Context: an optimization exercise on an open-source flow, tuned for small area and a short achievable clock period. The choices shown serve that exercise and are no tape-out recipe. Only simulation tests tie the RTL to the original design; equivalence was not proved.

Setup of onyx:
// square_extractor
module square_extractor #(
	parameter WIDTH = 32
)(
	input clk,     
	input rst_n,   
	input din_valid,
	input [2 * WIDTH - 1:0]radicand,
	output dout_valid,
	output [WIDTH - 1:0]dout,
	output [2 * WIDTH - 1:0]remainder
);
	wire [2:0] qn3;
	wire [3:0] r3;
	wire [2:0] q3_t;
	wire [5:0] sq3_t;
	assign q3_t = (radicand[63:58] >= 6'd49) ? 3'd7 : (radicand[63:58] >= 6'd36) ? 3'd6 : (radicand[63:58] >= 6'd25) ? 3'd5 : (radicand[63:58] >= 6'd16) ? 3'd4 : (radicand[63:58] >= 6'd9) ? 3'd3 : (radicand[63:58] >= 6'd4) ? 3'd2 : (radicand[63:58] >= 6'd1) ? 3'd1 : 3'd0;
	assign sq3_t = (radicand[63:58] >= 6'd49) ? 6'd49 : (radicand[63:58] >= 6'd36) ? 6'd36 : (radicand[63:58] >= 6'd25) ? 6'd25 : (radicand[63:58] >= 6'd16) ? 6'd16 : (radicand[63:58] >= 6'd9) ? 6'd9 : (radicand[63:58] >= 6'd4) ? 6'd4 : (radicand[63:58] >= 6'd1) ? 6'd1 : 6'd0;
	assign qn3 = ~q3_t;
	wire [5:0] r3_t = radicand[63:58] - sq3_t;
	assign r3 = r3_t[3:0];
	wire [57:0] x3 = radicand[57:0];
	reg v_s0;
	reg [2:0] qn_s0;
	reg [3:0] r_s0;
	reg [57:0] x_s0;
	always @(posedge clk or negedge rst_n)
		if (!rst_n) v_s0 <= 1'b0;
		else v_s0 <= din_valid;
  ...
Size: ~8800 cells after synthesis, ~1500 flip-flops, ~160 I/O pins.
export LEC_CHECK = 0
export ABC_AREA = 1
export CAP_MARGIN = 20
export CORE_MARGIN = 2
export CORE_UTILIZATION = 40
export CTS_CLUSTER_DIAMETER = 200
export CTS_CLUSTER_SIZE = 20
export SETUP_SLACK_MARGIN = 3.12
export SLEW_MARGIN = 20
create_clock -name core_clock -period 5.5 [get_ports {clk}]
standard.sh (not shown) runs the stock make flow with config.mk's settings and CLKGATE_MAP_FILE= SYNTH_SCRIPT=/design/flow/synth_recipe.tcl, a recipe that flattens the netlist after the stock synthesis.
==> flow/flow/run.sh <==
#!/bin/bash
# Own flow: the standard layout (standard.sh, all steps unchanged), except
# that synthesis skips Yosys's extract_fa step and maps the combinational
# logic with flow/abc.script (ORFS's abc_area.script); see flow/synth.tcl.
# Each step's full output goes to a log file of its own in this folder.
set -euo pipefail
W=$(pwd)
export OWN_WORK=$W
export OWN_ABC_SCRIPT=$W/flow/abc.script
for step in synth floorplan place cts route finish; do
  bash standard.sh SYNTH_SCRIPT=$W/flow/synth.tcl $step > $W/$step.log 2>&1
done
==> flow/flow/abc.script <==
strash
dch
map -B 0.9
topo
stime -c
buffer -c
upsize -c
dnsize -c
==> flow/flow/synth.tcl <==
# The standard flow's synthesis script (synth_recipe.tcl in the work folder), without
# Yosys's extract_fa step (ORFS's mapping of full and half adders onto the
# library's fa/ha cells) and with Yosys's abc pass run on flow/abc.script.
# Only the mapping of the combinational logic changes; the flip-flops and
# their names are the standard synthesis's.
proc extract_fa {args} { puts "own flow: extract_fa skipped" }
proc abc {args} {
  set i [lsearch $args -script]
  lset args [expr {$i + 1}] $::env(OWN_ABC_SCRIPT)
  puts "own flow: abc $args"
  yosys abc {*}$args
}
source $::env(OWN_WORK)/synth_recipe.tcl
Edits applied to the flow inputs when going from onyx to lagoon:
--- a/flow/config.mk
+++ b/flow/config.mk
@@ -13,3 +13,3 @@
 export CTS_CLUSTER_SIZE = 20
-export SETUP_SLACK_MARGIN = 3.12
+export SETUP_SLACK_MARGIN = 3.1
 export SLEW_MARGIN = 20
Notes after the runs:
Summary of lagoon over onyx: routability congestion estimate from global placement now sits at about the same level, maximum frequency held steady, shortest clock period the worst path allows after layout about even.
Here is what was changed in the inputs of pepper compared with lagoon.
--- a/flow/config.mk
+++ b/flow/config.mk
@@ -13,2 +13,3 @@
 export CTS_CLUSTER_SIZE = 20
+export GPL_ROUTABILITY_DRIVEN = 0
 export SETUP_SLACK_MARGIN = 3.1
==> results.txt <==
- Looking at sum of met2 wire segment lengths after detailed routing across pepper and lagoon, the one that comes out lower is pepper.
- From lagoon to pepper the numbers moved as follows: post-synthesis share of cell area spent on xor and xnor gates did not really move, met2 demand-to-capacity share in global routing went down, post-route cell area went down.
- pepper against lagoon: area growth from synthesis to layout moved down, slew at the pin with the worst max-slew slack shows an increase of 8.4 ps, wire length on met1 went down.

---

## v40
Another version of the RTL of square_extractor (not shown whole).
Size in the first run: about 10000 cells after synthesis, about 77000 sq um of cells after synthesis.
Settings: LEC_CHECK=0, ABC_AREA=1, CAP_MARGIN=20, CORE_MARGIN=2, CORE_UTILIZATION=40, CTS_CLUSTER_DIAMETER=100, CTS_CLUSTER_SIZE=20, SETUP_SLACK_MARGIN=3.05, SLEW_MARGIN=20; clock period 5.5 ns.
run.sh (not shown) runs the stock make flow with config.mk's settings and CLKGATE_MAP_FILE= SYNTH_SCRIPT=/design/flow/synth_recipe.tcl, a recipe that flattens the netlist after the stock synthesis.
Stock flow here: none of the scripts above is used.
v40 completed; timing, DRC and antenna clean
Changes in v26 relative to v40:
# v40
export LEC_CHECK = 0
export ABC_AREA = 1
export CAP_MARGIN = 20
export CORE_MARGIN = 2
export CORE_UTILIZATION = 40
export CTS_CLUSTER_DIAMETER = 100
export CTS_CLUSTER_SIZE = 20
export SETUP_SLACK_MARGIN = 3.05
export SLEW_MARGIN = 20
create_clock -name core_clock -period 5.5 [get_ports {clk}]
# v26
export LEC_CHECK = 0
export ABC_AREA = 1
export CAP_MARGIN = 20
export CORE_MARGIN = 2
export CORE_UTILIZATION = 40
export CTS_CLUSTER_DIAMETER = 250
export CTS_CLUSTER_SIZE = 25
export SETUP_SLACK_MARGIN = 3.1
export SLEW_MARGIN = 20
create_clock -name core_clock -period 5.5 [get_ports {clk}]
Results
Max register clock-pin slew on the reported worst setup and hold paths across v26 and v40: v26. v26 — sequential share of layout area 0.35 points lower, v40 as reference. v26 ends up with a initial antenna violation count that is 2 higher than in v40. Of v26 and v40, the run reporting the lower ratio of final minimum period to clock period was v26.
#### Input delta (v28 over v26)
# v26
export LEC_CHECK = 0
export ABC_AREA = 1
export CAP_MARGIN = 20
export CORE_MARGIN = 2
export CORE_UTILIZATION = 40
export CTS_CLUSTER_DIAMETER = 250
export CTS_CLUSTER_SIZE = 25
export SETUP_SLACK_MARGIN = 3.1
export SLEW_MARGIN = 20
create_clock -name core_clock -period 5.5 [get_ports {clk}]
# v28
export LEC_CHECK = 0
export ABC_AREA = 1
export CAP_MARGIN = 20
export CORE_MARGIN = 2
export CORE_UTILIZATION = 40
export CTS_CLUSTER_DIAMETER = 60
export CTS_CLUSTER_SIZE = 30
export SETUP_SLACK_MARGIN = 3.2
export SLEW_MARGIN = 20
create_clock -name core_clock -period 5.5 [get_ports {clk}]
v28 reached the final stage; the timing, DRC and antenna checks on its layout passed. Layout net count in v28 is 1.4% higher than in v26. v28 — logic depth of the worst register-to-register path 2 lower, v26 as reference. Re overall overflow remaining after global route: no difference whatsoever between v26 and v28. [compare] base=v26 new=v28: half-perimeter wire length after placement climbed about 1.4%.
--- input diff v28..v38 ---
# v28
export LEC_CHECK = 0
export ABC_AREA = 1
export CAP_MARGIN = 20
export CORE_MARGIN = 2
export CORE_UTILIZATION = 40
export CTS_CLUSTER_DIAMETER = 60
export CTS_CLUSTER_SIZE = 30
export SETUP_SLACK_MARGIN = 3.2
export SLEW_MARGIN = 20
create_clock -name core_clock -period 5.5 [get_ports {clk}]
# v38
export LEC_CHECK = 0
export ABC_AREA = 1
export CAP_MARGIN = 20
export CORE_MARGIN = 2
export CORE_UTILIZATION = 40
export CTS_CLUSTER_DIAMETER = 300
export CTS_CLUSTER_SIZE = 16
export SETUP_SLACK_MARGIN = 3.05
export SLEW_MARGIN = 20
create_clock -name core_clock -period 5.5 [get_ports {clk}]
### Flow results
The global placer's final weighted congestion of v38 is lower than that of v28.
Global-route track usage on met1 was higher in the run labelled v28.
Wire: v38 routes less than v28
Final period utilization delta for v38 relative to v28: 0.35 points higher
For v28, the class of the tightest hold or removal check was input pin to async pin, unlike v38, where it was register to register.
v38 against v28: insertion delay of the later-clocked pin in the worst-skew pair did not really move.
For v35, these inputs were changed with respect to v38:
# v38
export LEC_CHECK = 0
export ABC_AREA = 1
export CAP_MARGIN = 20
export CORE_MARGIN = 2
export CORE_UTILIZATION = 40
export CTS_CLUSTER_DIAMETER = 300
export CTS_CLUSTER_SIZE = 16
export SETUP_SLACK_MARGIN = 3.05
export SLEW_MARGIN = 20
create_clock -name core_clock -period 5.5 [get_ports {clk}]
# v35
export LEC_CHECK = 0
export ABC_AREA = 1
export CAP_MARGIN = 20
export CORE_MARGIN = 2
export CORE_UTILIZATION = 40
export CTS_CLUSTER_DIAMETER = 40
export CTS_CLUSTER_SIZE = 20
export SETUP_SLACK_MARGIN = 3.05
export SLEW_MARGIN = 20
create_clock -name core_clock -period 5.5 [get_ports {clk}]
==> comparison <==
- The uppermost layer routed comes out met4 in one run and met5 in the other, namely in v35 and v38 respectively.
- Going from v38 to v35, non-clock buffer count grows by 6.6%.
- register to output port as the startpoint-to-endpoint class of the critical path was reported by v35, and register to register by v38.
- The final reports for v35 and v38 show sum of buffers and inverters on the critical path lower in the former.
- v35: share of the clock period used by the worst path higher than v38
- Comparing v35 and v38, flip-flop and latch share of the layout cell area is higher on v38.
- Max freq v38 -> v35: degraded
- The global-route usage in v35 sits 0.22 points above the value recorded for v38.
Input changes introduced in v34 (baseline for comparison: v35):
# v35
export LEC_CHECK = 0
export ABC_AREA = 1
export CAP_MARGIN = 20
export CORE_MARGIN = 2
export CORE_UTILIZATION = 40
export CTS_CLUSTER_DIAMETER = 40
export CTS_CLUSTER_SIZE = 20
export SETUP_SLACK_MARGIN = 3.05
export SLEW_MARGIN = 20
create_clock -name core_clock -period 5.5 [get_ports {clk}]
# v34
export LEC_CHECK = 0
export ABC_AREA = 1
export CAP_MARGIN = 20
export CORE_MARGIN = 2
export CORE_UTILIZATION = 40
export CTS_CLUSTER_DIAMETER = 200
export CTS_CLUSTER_SIZE = 20
export SETUP_SLACK_MARGIN = 3.05
export SLEW_MARGIN = 20
create_clock -name core_clock -period 5.5 [get_ports {clk}]
==> flow/flow/run.sh (new file) <==
#!/bin/bash
# Own flow: the standard layout (standard.sh), except that synthesis maps
# the combinational logic with flow/abc.script (see flow/synth.tcl).  Each
# step's full output goes to a log file of its own in this folder.
set -euo pipefail
W=$(pwd)
export OWN_WORK=$W
export OWN_ABC_SCRIPT=$W/flow/abc.script
for step in synth floorplan place cts route finish; do
  bash standard.sh SYNTH_SCRIPT=$W/flow/synth.tcl $step > $W/$step.log 2>&1
done
==> flow/flow/abc.script (new file) <==
strash
dch
map -B 0.9
topo
stime -c
buffer -c
upsize -c
dnsize -c
==> flow/flow/synth.tcl (new file) <==
# The standard flow's synthesis script (synth_recipe.tcl in the work folder), without
# Yosys's extract_fa step (ORFS's mapping of full and half adders onto the
# library's fa/ha cells) and with Yosys's abc pass run on flow/abc.script.
# Only the mapping of the combinational logic changes; the flip-flops and
# their names are the standard synthesis's.
proc extract_fa {args} { puts "own flow: extract_fa skipped" }
proc abc {args} {
  set i [lsearch $args -script]
  lset args [expr {$i + 1}] $::env(OWN_ABC_SCRIPT)
  puts "own flow: abc $args"
  yosys abc {*}$args
}
source $::env(OWN_WORK)/synth_recipe.tcl
==> flow/standard.sh (new file) <==
#!/bin/bash
# synth_recipe.tcl (not shown) runs the flow's synth.tcl, then flattens the netlist and writes it again
# the make line also repeats each setting of config.mk as NAME=value (left out here)
make -C /OpenROAD-flow-scripts/flow DESIGN_CONFIG=/design/flow/config.mk WORK_HOME=/design/flow/orfs CLKGATE_MAP_FILE= SYNTH_SCRIPT=/design/flow/synth_recipe.tcl "${@:-finish}"
removed: flow/run.sh
Findings:
v34 went all the way through the flow, and no timing, DRC or antenna check failed.
Placeable core region: v34 vs v35 — no meaningful difference
v34 vs v35: cell count after placement up
v34 supports a higher top clock frequency than v35.
[diff] via count, v34 relative to v35: regression

afterwards: timing with drivers on the ports:
Ports are ideal in the flow. The routed layouts listed here were re-timed in OpenROAD.
Step 1 (the two cells are an assumption about what drives the block):
set clk [get_ports {clk}]
set_driving_cell -lib_cell sky130_fd_sc_hd__clkbuf_16 $clk
set_driving_cell -lib_cell sky130_fd_sc_hd__buf_2 [delete_from_list [all_inputs] $clk]
Step 2 also shifts input and output timing later by t, the mid clock arrival at the registers, as if the neighbouring blocks saw the same clock.
Slacks: ideal / step 1 / step 2; pairs: ideal / step 1.
run	t, ns	slack for setup (ns)	worst register clock-pin slew, ns
onyx	0.795	3.158 / 3.079 / 2.656	0.09 / 0.09
lagoon	0.793	3.160 / 3.082 / 2.627	0.09 / 0.09
pepper	0.789	3.106 / 3.085 / 2.596	0.09 / 0.09
v40	0.841	3.036 / 3.027 / 2.649	0.09 / 0.09
v26	0.816	3.054 / 3.054 / 2.643	0.11 / 0.11
v28	0.890	3.064 / 2.980 / 2.613	0.10 / 0.10
v38	0.863	3.044 / 3.030 / 2.651	0.09 / 0.09
v35	0.919	3.034 / 2.948 / 2.631	0.08 / 0.08
v34	0.838	3.098 / 3.012 / 2.953	0.10 / 0.10
After both steps setup and hold are still met in every run listed. For lagoon, which loses most, drivers alone change the setup slack by -0.078 ns; drivers and shift together by -0.533 ns.
